What follows belongs to an exercise in optimizing a design on an open flow for small area; a production flow would make more cautious choices.
Function not checked in this run: the RTL went through the layout flow alone.
Power and IR drop assume default switching activity.

===== config.mk =====
export PLATFORM = sky130hd
export DESIGN_NAME = tilelink_ul_slave_top
export DESIGN_NICKNAME = tilelink_ul_slave_top
export VERILOG_FILES = /design/flow/design.v
export SDC_FILE = /design/flow/constraint.sdc
export NUM_CORES = 4
export LEC_CHECK = 0
export CAP_MARGIN = 20
export CORE_MARGIN = 2
export CORE_UTILIZATION = 40
export SLEW_MARGIN = 20

===== constraint.sdc =====
create_clock -name core_clock -period 4.0 [get_ports {clk}]
set_input_delay 0.8000 -clock core_clock [delete_from_list [all_inputs] [get_ports {clk}]]
set_output_delay 0.8000 -clock core_clock [all_outputs]
set_load 0.01 [all_outputs]

===== design.v =====
module xspi_sopi_controller (
    input  wire        clk,                    
    input  wire        rst_n,                  
    output reg         cs_n,                   
    output reg         sck,                    
    output reg [7:0]   io_out,                 
    input  wire [7:0]  io_in,                  
    output reg         io_oe,                  
    input  wire        start,                  
    input  wire [7:0]  command_in,             
    input  wire [47:0] address_in,             
    input  wire [63:0] wr_data_in,             
    input  wire        data_strobe,
    output reg [63:0]  rd_data,                
    output reg         done,                   
    output reg         crc_ca_match,
    output reg         crc_data_match,
    output reg         crc_ca_error,
    output reg         crc_data_error,
    input wire         crc_ca_error_slave,
    input wire         crc_data_error_slave
);
    reg [2:0] wait_cycles;       
    reg [7:0] command;           
    reg [47:0] address;          
    reg [63:0] wr_data;          
    reg [3:0] retransmit_cnt;    
    reg [3:0] state;             
    reg [3:0] next_state;        
    localparam Latency           = 3'd6;  
    localparam STATE_IDLE        = 4'd0;  
    localparam STATE_CMD         = 4'd1;  
    localparam STATE_ADDR        = 4'd2;  
    localparam STATE_SEND_CRC_CA = 4'd3;  
    localparam STATE_WR_DATA     = 4'd4;  
    localparam STATE_SEND_CRC_DATA = 4'd5;  
    localparam STATE_RD_DATA     = 4'd6;  
    localparam STATE_RECV_CRC_DATA = 4'd7;  
    localparam STATE_RECV_CRC_CA = 4'd8;  
    localparam STATE_FINISH      = 4'd9;  
    reg [3:0] byte_cnt;          
    reg [63:0] rdata_buf;        
    reg crc_ca_clear, crc_ca_enable;      
    wire [7:0] crc_ca_out;                
    reg [7:0] crc_ca_recv;                
    reg crc_data_clear, crc_data_enable;  
    wire [7:0] crc_data_out;              
    reg [7:0] crc_data_recv;              
    reg [7:0] data_for_crc;               
    crc8 crc_ca_inst (
        .clk(clk),
        .rst(!rst_n),
        .enable(crc_ca_enable),
        .clear(crc_ca_clear),
        .data_in(data_for_crc),
        .crc_out(crc_ca_out)
    );
    crc8 crc_data_inst (
        .clk(clk),
        .rst(!rst_n),
        .enable(crc_data_enable),
        .clear(crc_data_clear),
        .data_in(data_for_crc),
        .crc_out(crc_data_out)
    );
    always @(posedge clk or negedge rst_n) begin
        if (!rst_n)
            state <= STATE_IDLE;
        else
            state <= next_state;
    end
    always @(*) begin
        next_state = state;
        case (state)
            STATE_IDLE:
                if (start)
                    next_state = STATE_CMD;
            STATE_CMD:
                next_state = STATE_ADDR;
            STATE_ADDR:
                if (byte_cnt == 6)
                    next_state = STATE_SEND_CRC_CA;
            STATE_SEND_CRC_CA:
                next_state = (command == 8'hFF) ? STATE_RECV_CRC_CA : (command == 8'hA5) ? STATE_WR_DATA : STATE_FINISH;
            STATE_RECV_CRC_CA:
                next_state = (command == 8'hFF) ? STATE_RD_DATA : STATE_FINISH;
            STATE_WR_DATA:
                if (byte_cnt == 14)
                    next_state = STATE_SEND_CRC_DATA;
            STATE_SEND_CRC_DATA:
                next_state = STATE_FINISH;
            STATE_RD_DATA:
                if (byte_cnt == 15)
                    next_state = STATE_RECV_CRC_DATA;
            STATE_RECV_CRC_DATA:
                next_state = STATE_FINISH;
            STATE_FINISH:
                if ((crc_ca_error_slave == 1'b1 || crc_data_error_slave == 1'b1 || crc_data_error == 1'b1) && retransmit_cnt < 4'd3) begin
                    next_state = STATE_CMD;   
                end else begin
                    next_state = STATE_IDLE;
                end
            default:
                next_state = STATE_IDLE;
        endcase
    end
    always @(posedge clk or negedge rst_n) begin
        if (!rst_n) begin
            cs_n   <= 1'b1;
            sck    <= 1'b0;
            io_out <= 8'h00;
            io_oe  <= 1'b0;
            done   <= 1'b0;
            rd_data <= 64'h0;
            rdata_buf <= 64'h0;
            byte_cnt <= 4'd0;
            wait_cycles <= 3'd0;
            crc_ca_clear <= 1'b1;
            crc_ca_enable <= 1'b0;
            crc_data_clear <= 1'b1;
            crc_data_enable <= 1'b0;
            crc_ca_match <= 1'b0;
            crc_ca_error <= 1'b0;
            crc_data_match <= 1'b0;
            crc_data_error <= 1'b0;
            retransmit_cnt <= 0;
        end else begin
            crc_ca_enable <= 1'b0;
            crc_data_enable <= 1'b0;
            case (state)
                STATE_IDLE: begin
                    done   <= 1'b0;
                    cs_n   <= 1'b1;
                    sck    <= 1'b0;
                    io_oe  <= 1'b0;
                    byte_cnt <= 4'd0;
                    wait_cycles <= 0;
                    crc_ca_clear <= 1'b1;
                    crc_data_clear <= 1'b1;
                    crc_ca_match <= 1'b0;
                    crc_ca_error <= 1'b0;
                    crc_data_match <= 1'b0;
                    crc_data_error <= 1'b0;
                    retransmit_cnt <= 4'd0;
                    command<=command_in;
                    address<=address_in;
                    wr_data<=wr_data_in;
                end
                STATE_CMD: begin
                    cs_n   <= 1'b0;
                    io_oe  <= 1'b1;
                    io_out <= command;
                    byte_cnt <= 1;
                    crc_ca_clear <= 1'b0;
                    crc_ca_enable <= 1'b1;
                    data_for_crc <= command;
                end
                STATE_ADDR: begin
                    io_oe  <= 1'b1;
                    case (byte_cnt)
                        1: begin io_out <= address[47:40]; data_for_crc <= address[47:40]; end
                        2: begin io_out <= address[39:32]; data_for_crc <= address[39:32]; end
                        3: begin io_out <= address[31:24]; data_for_crc <= address[31:24]; end
                        4: begin io_out <= address[23:16]; data_for_crc <= address[23:16]; end
                        5: begin io_out <= address[15:8];  data_for_crc <= address[15:8];  end
                        6: begin io_out <= address[7:0];   data_for_crc <= address[7:0];   end
                    endcase
                  if (byte_cnt<=5)
                    crc_ca_enable <= 1'b1;
                  else crc_ca_enable <= 1'b0;
                    crc_ca_clear <= 1'b0;
                    byte_cnt <= byte_cnt + 1;
                end
                STATE_SEND_CRC_CA: begin
                    io_oe <= 1'b1;
                    io_out <= crc_ca_out;
                    crc_ca_enable <= 1'b0;
                end
                STATE_RECV_CRC_CA: begin
                    io_oe <= 1'b0;
                    crc_ca_recv <= io_in;
                    if (io_in == crc_ca_out) begin
                        crc_ca_match <= 1'b1;
                        crc_ca_error <= 1'b0;
                    end else begin
                        crc_ca_match <= 1'b0;
                        crc_ca_error <= 1'b1;
                    end
                end
                STATE_WR_DATA: begin
                    io_oe  <= 1'b1;
                    case (byte_cnt)
                        7: begin io_out <= wr_data[63:56]; data_for_crc <= wr_data[63:56]; end
                        8: begin io_out <= wr_data[55:48]; data_for_crc <= wr_data[55:48]; end
                        9: begin io_out <= wr_data[47:40]; data_for_crc <= wr_data[47:40]; end
                        10: begin io_out <= wr_data[39:32]; data_for_crc <= wr_data[39:32]; end
                        11: begin io_out <= wr_data[31:24]; data_for_crc <= wr_data[31:24]; end
                        12: begin io_out <= wr_data[23:16]; data_for_crc <= wr_data[23:16]; end
                        13: begin io_out <= wr_data[15:8];  data_for_crc <= wr_data[15:8];  end
                        14: begin io_out <= wr_data[7:0];   data_for_crc <= wr_data[7:0];   end
                    endcase
                  if (byte_cnt<=13)
                    crc_data_enable <= 1'b1;
                  else crc_data_enable <= 1'b0;
                    crc_data_clear <= 0;
                    byte_cnt <= byte_cnt + 1;
                end
                STATE_SEND_CRC_DATA: begin
                    crc_data_clear<=0;
                    io_oe <= 1'b1;
                    io_out <= crc_data_out;
                    crc_data_enable <= 1'b0;
                end
                STATE_RD_DATA: begin
                    crc_ca_match <= 1'b0;
                    io_oe <= 1'b0;
                    case (byte_cnt)
                        8: begin rdata_buf[63:56] <= io_in; data_for_crc <= io_in; end
                        9: begin rdata_buf[55:48] <= io_in; data_for_crc <= io_in; end
                        10: begin rdata_buf[47:40] <= io_in; data_for_crc <= io_in; end
                        11: begin rdata_buf[39:32] <= io_in; data_for_crc <= io_in; end
                        12: begin rdata_buf[31:24] <= io_in; data_for_crc <= io_in; end
                        13: begin rdata_buf[23:16] <= io_in; data_for_crc <= io_in; end
                        14: begin rdata_buf[15:8]  <= io_in; data_for_crc <= io_in; end
                        15: begin rdata_buf[7:0]   <= io_in; data_for_crc <= io_in; end
                    endcase
                  if (byte_cnt>=8 && byte_cnt<=14)
                        crc_data_enable <= 1'b1;
                  else crc_data_enable <= 1'b0;
                      crc_data_clear <= 0;
                  if (Latency-1 > wait_cycles) begin
                        wait_cycles <= wait_cycles +1;
                    end else begin
                        byte_cnt <= byte_cnt + 1;
                    end
                end
                STATE_RECV_CRC_DATA: begin
                    io_oe <= 1'b0;
                    crc_data_recv <= io_in;
                    if (io_in == crc_data_out) begin
                        crc_data_match <= 1'b1;
                        crc_data_error <= 1'b0;
                    end else begin
                        crc_data_match <= 1'b0;
                        crc_data_error <= 1'b1;
                    end
                end
                STATE_FINISH: begin
                    if ((crc_ca_error_slave == 1'b1 || crc_data_error_slave == 1'b1 || crc_data_error == 1'b1) && retransmit_cnt < 4'd3) begin
                        cs_n  <= 1'b1;   
                        io_oe <= 1'b0;
                        done  <= 1'b0;
                        byte_cnt <= 4'd0;
                        wait_cycles <= 3'd0;
                        retransmit_cnt <= retransmit_cnt + 1;   
                        crc_ca_clear <= 1'b1;
                        crc_data_clear <= 1'b1;
                        crc_ca_match <= 1'b0;
                        crc_ca_error <= 1'b0;
                        crc_data_match <= 1'b0;
                        crc_data_error <= 1'b0;
                    end else begin
                        crc_data_match <= 1'b0;
                        cs_n  <= 1'b1;
                        io_oe <= 1'b0;
                        done  <= 1'b1;
                        rd_data <= rdata_buf;
                    end
                end
            endcase
        end
    end
endmodule
module crc8 (
    input  wire       clk,      
    input  wire       rst,      
    input  wire       enable,   
    input  wire       clear,    
    input  wire [7:0] data_in,  
    output reg  [7:0] crc_out   
);
    parameter POLY = 8'h07;  
    wire [7:0] crc_in = crc_out ^ data_in;
    wire [7:0] stage0 = (crc_in[7]) ? (crc_in << 1) ^ POLY : (crc_in << 1);
    wire [7:0] stage1 = (stage0[7]) ? (stage0 << 1) ^ POLY : (stage0 << 1);
    wire [7:0] stage2 = (stage1[7]) ? (stage1 << 1) ^ POLY : (stage1 << 1);
    wire [7:0] stage3 = (stage2[7]) ? (stage2 << 1) ^ POLY : (stage2 << 1);
    wire [7:0] stage4 = (stage3[7]) ? (stage3 << 1) ^ POLY : (stage3 << 1);
    wire [7:0] stage5 = (stage4[7]) ? (stage4 << 1) ^ POLY : (stage4 << 1);
    wire [7:0] stage6 = (stage5[7]) ? (stage5 << 1) ^ POLY : (stage5 << 1);
    wire [7:0] crc_next = (stage6[7]) ? (stage6 << 1) ^ POLY : (stage6 << 1);
    always @(posedge clk or posedge rst) begin
        if (rst)
            crc_out <= 8'h00;
        else if (clear)
            crc_out <= 8'h00;
        else if (enable)
            crc_out <= crc_next;
    end
endmodule 
module tlul_spi_interconnect #(
    parameter TL_ADDR_WIDTH = 64,
    parameter TL_DATA_WIDTH = 64
)(
    input  wire                         clk,
    input  wire                         rst,
    input  wire                         enable,
    output reg                          a_ready,
    input  wire [2:0]                   a_opcode,
    input  wire [TL_ADDR_WIDTH-1:0]     a_address,
    input  wire [TL_DATA_WIDTH-1:0]     a_data,
    output wire                         valid,
    output wire [63:0]                  d_data,
    output reg                          spi_start,
    output wire [7:0]                   spi_cmd,
    output wire [47:0]                  spi_addr,
    output wire [63:0]                  spi_data,
    input  wire                         spi_done,
    input  wire                         data_end,
    input  wire [63:0]                  spi_resp
);
    reg [7:0]  cmd_reg;                   
    reg [63:0] addr_reg;                  
    reg [63:0] data_reg;                  
    reg        transaction_in_progress;   
    reg        response_ready;            
    assign spi_cmd  = cmd_reg;
    assign spi_addr = addr_reg[47:0];
    assign spi_data = data_reg[63:0];
    always @(posedge clk or posedge rst) begin
        if (rst) begin
            cmd_reg <= 8'h00;
            addr_reg <= 64'h0;
            data_reg <= 64'h0;
            spi_start <= 1'b0;
            transaction_in_progress <= 1'b0;
            response_ready <= 1'b0;
            a_ready <= 1'b0;
        end else begin
            spi_start <= 1'b0;  
            a_ready <= !transaction_in_progress;  
            if (enable && !transaction_in_progress) begin
                if (a_opcode == 3'd0) begin  
                    cmd_reg <= 8'hA5;  
                    addr_reg <= a_address;
                    data_reg <= a_data;
                    spi_start <= 1'b1;  
                    transaction_in_progress <= 1'b1;  
                end else if (a_opcode == 3'd4) begin  
                    cmd_reg <= 8'hFF;  
                    addr_reg <= a_address;
                    data_reg <= 64'd0;  
                    spi_start <= 1'b1;  
                    transaction_in_progress <= 1'b1;  
                end
            end
            if (spi_done && a_opcode == 3'd0) begin
                transaction_in_progress <= 1'b0;  
            end
            if (data_end && a_opcode == 3'd4) begin
                transaction_in_progress <= 1'b0;  
                response_ready <= 1'b1;  
            end
            if (response_ready) begin
                response_ready <= 1'b0;
            end
        end
    end
    assign valid = spi_done;
    assign d_data = (spi_done) ? spi_resp : 64'b0; 
endmodule
module top_tlul_spi (
    input  wire [63:0] a_data,
    input  wire [63:0] a_address,
    input  wire [2:0]  a_opcode,
    input  wire        enable,
    input  wire        rst,
    input  wire        clk,
    output wire [63:0] d_data,
    output wire        valid,
    output wire        a_ready,
    output wire        xspi_cs_n,
    output wire        xspi_sck,
    output wire [7:0]  xspi_io_out,
    output wire        xspi_io_oe,
    input  wire [7:0]  xspi_io_in,
    input  wire        xspi_ready,
    input  wire        xspi_crc_ca_error_slave,
    input  wire        xspi_crc_data_error_slave,
    output wire        xspi_crc_ca_match,
    output wire        xspi_crc_data_match,
    output wire        xspi_crc_ca_error,
    output wire        xspi_crc_data_error
);
    wire        spi_start;   
    wire [7:0]  spi_cmd;     
    wire [47:0] spi_addr;    
    wire [63:0] spi_data;    
    wire        spi_done;    
    wire        data_end;    
    wire [63:0] spi_resp;    
    tlul_spi_interconnect interconnect_inst (
        .clk(clk),
        .rst(rst),
        .enable(enable),
        .a_ready(a_ready),
        .a_opcode(a_opcode),
        .a_address(a_address),
        .a_data(a_data),
        .valid(valid),
        .d_data(d_data),
        .spi_start(spi_start),
        .spi_cmd(spi_cmd),
        .spi_addr(spi_addr),
        .spi_data(spi_data),
        .spi_done(spi_done),
        .data_end(data_end),
        .spi_resp(spi_resp)
    );
    assign data_end = xspi_ready;
    xspi_sopi_controller master (
        .clk(clk),
        .rst_n(!rst),
        .cs_n(xspi_cs_n),
        .sck(xspi_sck),
        .io_out(xspi_io_out),
        .io_in(xspi_io_in),
        .io_oe(xspi_io_oe),
        .start(spi_start),
        .command_in(spi_cmd),
        .address_in(spi_addr),
        .wr_data_in(spi_data),
        .data_strobe(1'b0),
        .rd_data(spi_resp),
        .done(spi_done),
        .crc_ca_match(xspi_crc_ca_match),
        .crc_data_match(xspi_crc_data_match),
        .crc_ca_error(xspi_crc_ca_error),
        .crc_data_error(xspi_crc_data_error),
        .crc_ca_error_slave(xspi_crc_ca_error_slave),
        .crc_data_error_slave(xspi_crc_data_error_slave)
    );
endmodule
module tilelink_ul_slave_top #( 
    parameter TL_ADDR_WIDTH      = 64,                     
    parameter TL_DATA_WIDTH      = 64,                     
    parameter TL_STRB_WIDTH      = TL_DATA_WIDTH / 8,      
    parameter TL_SOURCE_WIDTH    = 3,                      
    parameter TL_SINK_WIDTH      = 3,                      
    parameter TL_OPCODE_WIDTH    = 3,                      
    parameter TL_PARAM_WIDTH     = 3,                      
    parameter TL_SIZE_WIDTH      = 8,                      
    parameter PUT_FULL_DATA_A    = 3'd0,
    parameter PUT_PARTIAL_DATA_A = 3'd1,
    parameter ARITHMETIC_DATA_A  = 3'd2,
    parameter LOGICAL_DATA_A     = 3'd3,
    parameter GET_A              = 3'd4,
    parameter INTENT_A           = 3'd5,
    parameter ACQUIRE_BLOCK_A    = 3'd6,
    parameter ACQUIRE_PERM_A     = 3'd7,
    parameter ACCESS_ACK_D       = 3'd0,
    parameter ACCESS_ACK_DATA_D  = 3'd1,
    parameter HINT_ACK_D         = 3'd2,
    parameter GRANT_D            = 3'd4,
    parameter GRANT_DATA_D       = 3'd5,
    parameter RELEASE_ACK_D      = 3'd6,
    parameter REQUEST            = 2'd1,
    parameter RESPONSE           = 2'd2,
    parameter MEM_BASE_ADDR      = 64'h0000_0000_0000_0000,  
    parameter DEPTH              = 512                       
)(
    input  wire                         clk,
    input  wire                         rst,
    output wire                         a_ready,         
    input  wire                         a_valid,         
    input  wire [TL_OPCODE_WIDTH-1:0]   a_opcode,
    input  wire [TL_PARAM_WIDTH-1:0]    a_param,
    input  wire [TL_ADDR_WIDTH-1:0]     a_address,
    input  wire [TL_SIZE_WIDTH-1:0]     a_size,
    input  wire [TL_STRB_WIDTH-1:0]     a_mask,
    input  wire [TL_DATA_WIDTH-1:0]     a_data,
    input  wire [TL_SOURCE_WIDTH-1:0]   a_source,
    output reg                          d_valid,
    input  wire                         d_ready,         
    output reg [TL_OPCODE_WIDTH-1:0]   d_opcode,
    output reg [TL_PARAM_WIDTH-1:0]    d_param,
    output reg [TL_SIZE_WIDTH-1:0]     d_size,
    output reg [TL_SINK_WIDTH-1:0]     d_sink,
    output reg [TL_SOURCE_WIDTH-1:0]   d_source,
    output reg [TL_DATA_WIDTH-1:0]     d_data,
    output reg                          d_error,
    output wire        xspi_cs_n,
    output wire        xspi_sck,
    output wire [7:0]  xspi_io_out,
    output wire        xspi_io_oe,
    input  wire [7:0]  xspi_io_in,
    input  wire        xspi_ready,
    input  wire        xspi_crc_ca_error_slave,
    input  wire        xspi_crc_data_error_slave,
    output wire        xspi_crc_ca_match,
    output wire        xspi_crc_data_match,
    output wire        xspi_crc_ca_error,
    output wire        xspi_crc_data_error
);
    reg [1:0] slave_state;           
    wire in_request;                 
    wire in_response;                
    reg  [TL_ADDR_WIDTH-1:0] waddr;  
    reg                      wen,ren;  
    reg  [TL_DATA_WIDTH-1:0] wdata;  
    reg  [TL_ADDR_WIDTH-1:0] raddr;  
    wire [TL_DATA_WIDTH-1:0] rdata;  
    integer i,j;                     
    reg [TL_OPCODE_WIDTH-1:0]   a_opcode_reg;
    reg [TL_PARAM_WIDTH-1:0]    a_param_reg;
    reg [TL_ADDR_WIDTH-1:0]     a_address_reg;
    reg [TL_SIZE_WIDTH-1:0]     a_size_reg;
    reg [TL_STRB_WIDTH-1:0]     a_mask_reg;
    reg [TL_DATA_WIDTH-1:0]     a_data_reg;
    reg [TL_SOURCE_WIDTH-1:0]   a_source_reg;
    reg response_pending;            
    reg mem_enable;                  
    wire mem_acc_done;               
    wire mem_write_done;             
    wire tlul_spi_bridge_enable;     
    wire bridge_output_valid;        
    assign tlul_spi_bridge_enable = ren | wen;
    assign mem_acc_done = bridge_output_valid; 
    assign mem_write_done = bridge_output_valid;
    assign in_request  = (slave_state == REQUEST);
    assign in_response = (slave_state == RESPONSE);
    always @(posedge clk or posedge rst) begin
        if (rst) begin
            slave_state <= REQUEST;
        end
        else begin
            case (slave_state)
                REQUEST: begin
                    if (a_valid)
                        slave_state <= RESPONSE;
                    else
                        slave_state <= REQUEST;
                end
                RESPONSE: begin
                    if (d_ready & response_pending) begin
                        slave_state <= REQUEST; 
                    end else begin
                        slave_state <= RESPONSE;
                    end
                end
                default: slave_state <= REQUEST;
            endcase
        end
    end 
    assign a_ready = in_request;
    always @(posedge clk or posedge rst) begin
        if (rst) begin
            wen  <= 1'b0;
            waddr <= {TL_ADDR_WIDTH{1'b0}};
            wdata <= {TL_DATA_WIDTH{1'b0}};
            response_pending <= 0;
            mem_enable <= 0;
            ren  <= 1'b0;
            raddr <= {TL_ADDR_WIDTH{1'b0}};
            d_valid  <= 1'b0;
            d_opcode <= {TL_OPCODE_WIDTH{1'b0}};
            d_param  <= {TL_PARAM_WIDTH{1'b0}};
            d_size   <= {TL_SIZE_WIDTH{1'b0}};
            d_sink   <= {TL_SINK_WIDTH{1'b0}};
            d_source <= {TL_SOURCE_WIDTH{1'b0}};
            d_data   <= {TL_DATA_WIDTH{1'b0}};
            d_error  <= 1'b0;
        end else if (in_response) begin
            case (a_opcode_reg)
                PUT_FULL_DATA_A: begin
                    if (!mem_enable & !wen) begin
                        wen   <= 1'b1;
                        waddr <= a_address_reg;
                        wdata <= a_data_reg;
                        mem_enable <= 1'b1;
                        response_pending <= 1'b0;
                    end else begin
                        wen   <= 1'b0;
                        waddr <= {TL_ADDR_WIDTH{1'b0}};
                        wdata <= {TL_DATA_WIDTH{1'b0}};
                        mem_enable <= mem_enable;
                    end
                    if (mem_write_done && !response_pending) begin
                        response_pending <= 1'b1;
                        d_valid   <= 1'b1;
                        d_opcode  <= ACCESS_ACK_D; 
                        d_param   <= {TL_PARAM_WIDTH{1'b0}};
                        d_size    <= a_size_reg;
                        d_sink    <= {TL_SINK_WIDTH{1'b0}};
                        d_source  <= a_source_reg;
                        d_data    <= 0; 
                        d_error   <= 1'b0;
                    end else if (response_pending) begin
                        if(!d_ready) begin
                            d_valid   <= 1'b1;
                        end else begin
                            response_pending <= 1'b0;
                            mem_enable <= 0;
                            d_valid   <= 1'b0;
                        end                     
                    end else begin
                        d_valid   <= 1'b0;
                    end
                    ren <= 1'b0;
                end
                PUT_PARTIAL_DATA_A: begin
                    if (!mem_enable & !wen) begin
                        wen   <= 1'b1;
                        waddr <= a_address_reg;
                        for (i = 0; i < TL_STRB_WIDTH; i=i+1)
                            for (j = 0; j < 8; j=j+1) 
                                wdata[j + i*8] <= a_mask_reg[i] ? a_data_reg[j + i*8] : rdata[j + i*8];  
                        mem_enable <= 1'b1;
                        response_pending <= 1'b0;
                    end else begin
                        wen   <= 1'b0;
                    end
                    if (mem_write_done && !response_pending) begin
                        response_pending <= 1'b1;
                        d_valid   <= 1'b1;
                        d_opcode  <= ACCESS_ACK_D; 
                    end else if (response_pending && d_ready) begin
                        response_pending <= 1'b0;
                        mem_enable <= 0;
                        d_valid   <= 1'b0;
                    end
                    ren <= 1'b0;
                end
                GET_A: begin
                    if (!mem_enable & !ren) begin
                        ren  <= 1'b1;
                        raddr <= a_address_reg;
                        mem_enable <= 1'b1;
                        response_pending <= 1'b0;
                    end else begin
                        ren  <= 1'b0;
                    end
                    if (mem_acc_done && !response_pending) begin
                        response_pending <= 1'b1;
                        d_valid   <= 1'b1;
                        d_opcode  <= ACCESS_ACK_DATA_D; 
                        d_data    <= rdata; 
                    end else if (response_pending && d_ready) begin
                        response_pending <= 1'b0;
                        mem_enable <= 0;
                        d_valid   <= 1'b0;
                    end
                    wen <= 1'b0;
                end
                default: begin
                    wen <= 1'b0;
                    ren <= 1'b0;
                    mem_enable <= 0;
                    d_valid   <= 1'b0;
                end
            endcase
        end else begin
            wen <= 1'b0;
            ren <= 1'b0;
            mem_enable <= 0;
            d_valid   <= 1'b0;
        end
    end
    always @(posedge clk or posedge rst) begin
        if (rst) begin
            a_opcode_reg  <= {TL_OPCODE_WIDTH{1'b0}};
            a_param_reg   <= {TL_PARAM_WIDTH{1'b0}};
            a_address_reg <= {TL_ADDR_WIDTH{1'b0}};
            a_size_reg    <= {TL_SIZE_WIDTH{1'b0}};
            a_mask_reg    <= {TL_STRB_WIDTH{1'b0}};
            a_data_reg    <= {TL_DATA_WIDTH{1'b0}};
            a_source_reg  <= {TL_SOURCE_WIDTH{1'b0}};
        end else if (a_valid) begin
            a_opcode_reg  <= a_opcode;
            a_param_reg   <= a_param;
            a_address_reg <= a_address;
            a_size_reg    <= a_size;
            a_mask_reg    <= a_mask;
            a_data_reg    <= a_data;
            a_source_reg  <= a_source;
        end
    end
    top_tlul_spi u_top_tlul_spi (
        .clk      (clk),
        .rst      (rst),
        .enable   (tlul_spi_bridge_enable),
        .a_opcode (a_opcode_reg),
        .a_address(a_address_reg),
        .a_data   (wdata),
        .a_ready  (),
        .valid    (bridge_output_valid),
        .d_data   (rdata),
        .xspi_cs_n(xspi_cs_n),
        .xspi_sck(xspi_sck),
        .xspi_io_out(xspi_io_out),
        .xspi_io_oe(xspi_io_oe),
        .xspi_io_in(xspi_io_in),
        .xspi_ready(xspi_ready),
        .xspi_crc_ca_error_slave(xspi_crc_ca_error_slave),
        .xspi_crc_data_error_slave(xspi_crc_data_error_slave),
        .xspi_crc_ca_match(xspi_crc_ca_match),
        .xspi_crc_data_match(xspi_crc_data_match),
        .xspi_crc_ca_error(xspi_crc_ca_error),
        .xspi_crc_data_error(xspi_crc_data_error)
    );      
endmodule

===== run.sh =====
#!/bin/bash
# synth_recipe.tcl (not shown) runs the flow's synth.tcl, then flattens the netlist and writes it again
# the make line also repeats each setting of config.mk as NAME=value (left out here)
make -C /OpenROAD-flow-scripts/flow DESIGN_CONFIG=/design/flow/config.mk WORK_HOME=/design/flow/orfs CLKGATE_MAP_FILE= SYNTH_SCRIPT=/design/flow/synth_recipe.tcl finish

==> results_dict.tcl <==
set metrics [dict create \
    drcViolationCount 0 \
    clkSlewWorstSetupHoldPaths_ns 0.06 \
    fin_nets 2726 \
    synth_adder_area_share 0.00399 \
    synth_cells 2343 \
    stdcell_count 3548 \
    final_max_slew_viol_count 0 \
    nFillCells 6272 \
    routabilityCongestion 0.907 \
    dieHeight_um 270 \
    row_count 97 \
    total_power_mw 21.6 \
    cts_root_buffer "clkbuf_16" \
    r2r_end "u_top_tlul_spi.master.data_for_crc[1]" \
    hold_viol 0 \
    synthMuxAreaShare 0.0896 \
    cp-start-kind "register" \
    hold_path_depth 0 \
    fin_hold_ws_ns 0.435 \
    r2r-start "u_top_tlul_spi.master.byte_cnt[0]" \
    rsz0062_at_grt "no" \
    p_leak_nw 15.3 \
    synth-seq-area-share 0.640 \
    synth_compound_area_frac 0.0997 \
    die_area_mm2 0.0726 \
    wl_um 74000 \
    drt_iter0_drc 1720 \
    synth_xor_area_frac 0.0265 \
    hpwlAfterDp_um 49000 \
    p_sw_frac 0.297 \
    final_cell_mix "nand2_1, dfrtp_1, clkdlybuf4s50_1" \
    clk_path_buf_depth 3 \
    syn_area_per_cell_um2 12.0 \
    n_antenna_cell 0 \
    vdd_drop_max_v 0.000338 \
    slew_headroom 0.410 \
    finalSetupViolCount 0 \
    cap_violations 0 \
    synthFlopType "dfrtp_1" \
    synth.distinct_cells 79 \
    hp-start "u_top_tlul_spi.interconnect_inst.addr_reg[5]" \
    clk-insertion-delay-late_ns 0.61 \
    via_per_inst 5.35 \
    synth_top_area_cell "dfrtp_1" \
    internal-power_mw 15.2 \
    worstPathMaxFanout 18 \
    rrSetupSlack_ns 0.97 \
    vias 18965 \
    drt-wirelength-per-cell_um 20.9 \
    cts.repair.resized 0 \
    synth_area_leaders "dfrtp_1, edfxtp_1, mux2_2, nand2_1, a22oi_1" \
    synth_top_family_by_area "simple AND/OR/NAND/NOR gates" \
    grt_pass1_wl_um 116000 \
    ys.warnings.count 4 \
    period_minus_slack_ns 3.03 \
    ys_seq_elements 697 \
    cts.sink_count 697 \
    final_common_cell "nand2_1" \
    status "complete, no violations" \
    antenna_found_initial 3 \
    seq_power_share 0.472 \
    yosys.area_share.simple 0.114 \
    grt_overflow 0 \
    htreeDepth 3 \
    grt_max_degree 135 \
    syn-cell-area_mm2 0.0282 \
    drive_above_1_share 0.154 \
    arrival_ns 3.38 \
    grt_pass1_vias 19241 \
    syn_to_final_growth_pct 21.1 \
    die_w_um 270 \
    power_density_mw_per_mm2 633 \
    tritoncts "yes" \
    path_class "register to register" \
    power_frac_comb 0.203 \
    initial_utilization 0.403 \
    min_path_type "register to register" \
    crit_required_ns 4.35 \
    drtPass1Iterations 6 \
    grt_usage 0.204 \
    ctsHoldBuffers 0 \
    final_antenna_net_count 0 \
    synth-edff-count 122 \
    place_inst 3413 \
    min_to "u_top_tlul_spi.master.address[5]" \
    io_pins 270 \
    pwr-share-clk 0.324 \
    setup-tns-final_ns 0 \
    yosysTopAreaCellShare 0.507 \
    worstMarginPinSlew_ns 0.885 \
    fmax_ghz 0.330 \
    numCtsBuffers 74 \
    r2r.worst_path.cells 8 \
    core_mm2 0.0699 \
    async_flop_share 0.825 \
    switchingPower_mw 6.42 \
    fin_worst_skew_ns 0.0164 \
    period_share 0.758 \
    end_kind "register" \
    post_cts_buffers 0 \
    portBuffers 240 \
]
==> worst max path at each step <==
stage,startpoint,end,slack [ns],cells after the start
after floorplan,rst,u_top_tlul_spi.master.data_for_crc[0],-6.02,3
after global placement,u_top_tlul_spi.master.state[2],u_top_tlul_spi.master.rdata_buf[63],1.09,5
after detailed placement,a_opcode_reg[0],u_top_tlul_spi.interconnect_inst.data_reg[41],1.03,7
after CTS,a_opcode_reg[0],u_top_tlul_spi.interconnect_inst.data_reg[41],1.02,7
after global routing,a_opcode_reg[0],u_top_tlul_spi.interconnect_inst.data_reg[41],0.80,7
final,u_top_tlul_spi.master.byte_cnt[0],u_top_tlul_spi.master.data_for_crc[1],0.97,8
==> worst max-delay path: stages, from the launching register on <==
cell,delay [ns]
dfrtp_1,0.47
inv_1,0.16
ha_1,0.45
buf_4,0.35
or2_1,0.20
o31ai_4,0.14
a2111oi_0,0.56
o32ai_1,0.17
a221o_1,0.27
==> Yosys cell counts (all sizes together) (29+ instances only) <==
library cell	instances
nand2	579
dfrtp	571
mux2	220
edfxtp	122
clkbuf	116
a22oi	91
o21ai	85
a22o	76
nand3	73
nor2	58
buf	39
a21oi	34
xnor2	29
==> through the flow <==
step	setup WS [ns]	instance area [um2]	utilization
after detailed placement	1.03	31700	0.453
final	0.968	34100	0.488
after global placement	1.09	31700	0.453
after floorplan	-6.02	28200	-
after CTS	1.02	34100	0.488
after global routing	0.799	34100	0.488
==> logic make-up after synthesis <==
| group | Yosys count |
|---|---|
| simple gates | 781 |
| flops | 697 |
| compound gates | 387 |
| mux | 225 |
| buf+inv | 177 |
| xor+xnor | 66 |
| fa+ha+maj | 9 |
| other cells | 1 |
==> routing by layer <==
layer / part of all wire / track usage
met1: 0.46 / 0.299
met2: 0.46 / 0.313
met3: 0.050 / 0.0293
met4: 0.025 / 0.0648
met5: 0 / 0
==> power by group through the flow <==
| stage | Sequential [mW] | Clock [mW] | Combinational [mW] |
|---|---|---|---|
| 4_1_cts | 10.2 | 7.13 | 4.43 |
| 2_1_floorplan | 9.76 | 0 | 3.31 |
| 3_5_place_dp | 10.3 | 0 | 4.40 |
| 5_1_grt | 10.4 | 7.46 | 4.88 |
| 3_3_place_gp | 10.3 | 0 | 4.26 |
| 6_report | 10.2 | 7.01 | 4.39 |
==> area by class of cell <==
cell class                 count  area (um2)  share of cell area
multi-input combinational   1478        9520               0.279
inverter                      22        87.6             0.00257
clock inverter                37         392              0.0115
sequential                   697       18100               0.529
tap                          940        1180              0.0345
timing repair buffer         276        2820              0.0827
clock buffer                  98        2090              0.0611

-- port drivers added, routing unchanged --
How much do the figures lean on ideal ports? The routed layout below was timed once more, with nothing changed but the port constraints.
Step 1 assumes that a clkbuf_16 drives the clock port and a buf_2 every other input.
Step 2 adds t to the input delays and takes it off the output delays; t is the mean of the earliest and latest rising clock arrival at the registers after step 1. Input paths then give back, and output paths get back, about the clock's delay inside the block.
Three values: ideal, step 1, step 2; two values: the first two.
t (ns): 0.671
setup WS [ns]: 0.968 / 0.968 / 0.968
worst data-port slew with drivers (ns): 0.08
After both steps this run still meets setup and hold. For this run, drivers alone change the setup slack by 0.000 ns; drivers and shift together by 0.000 ns.
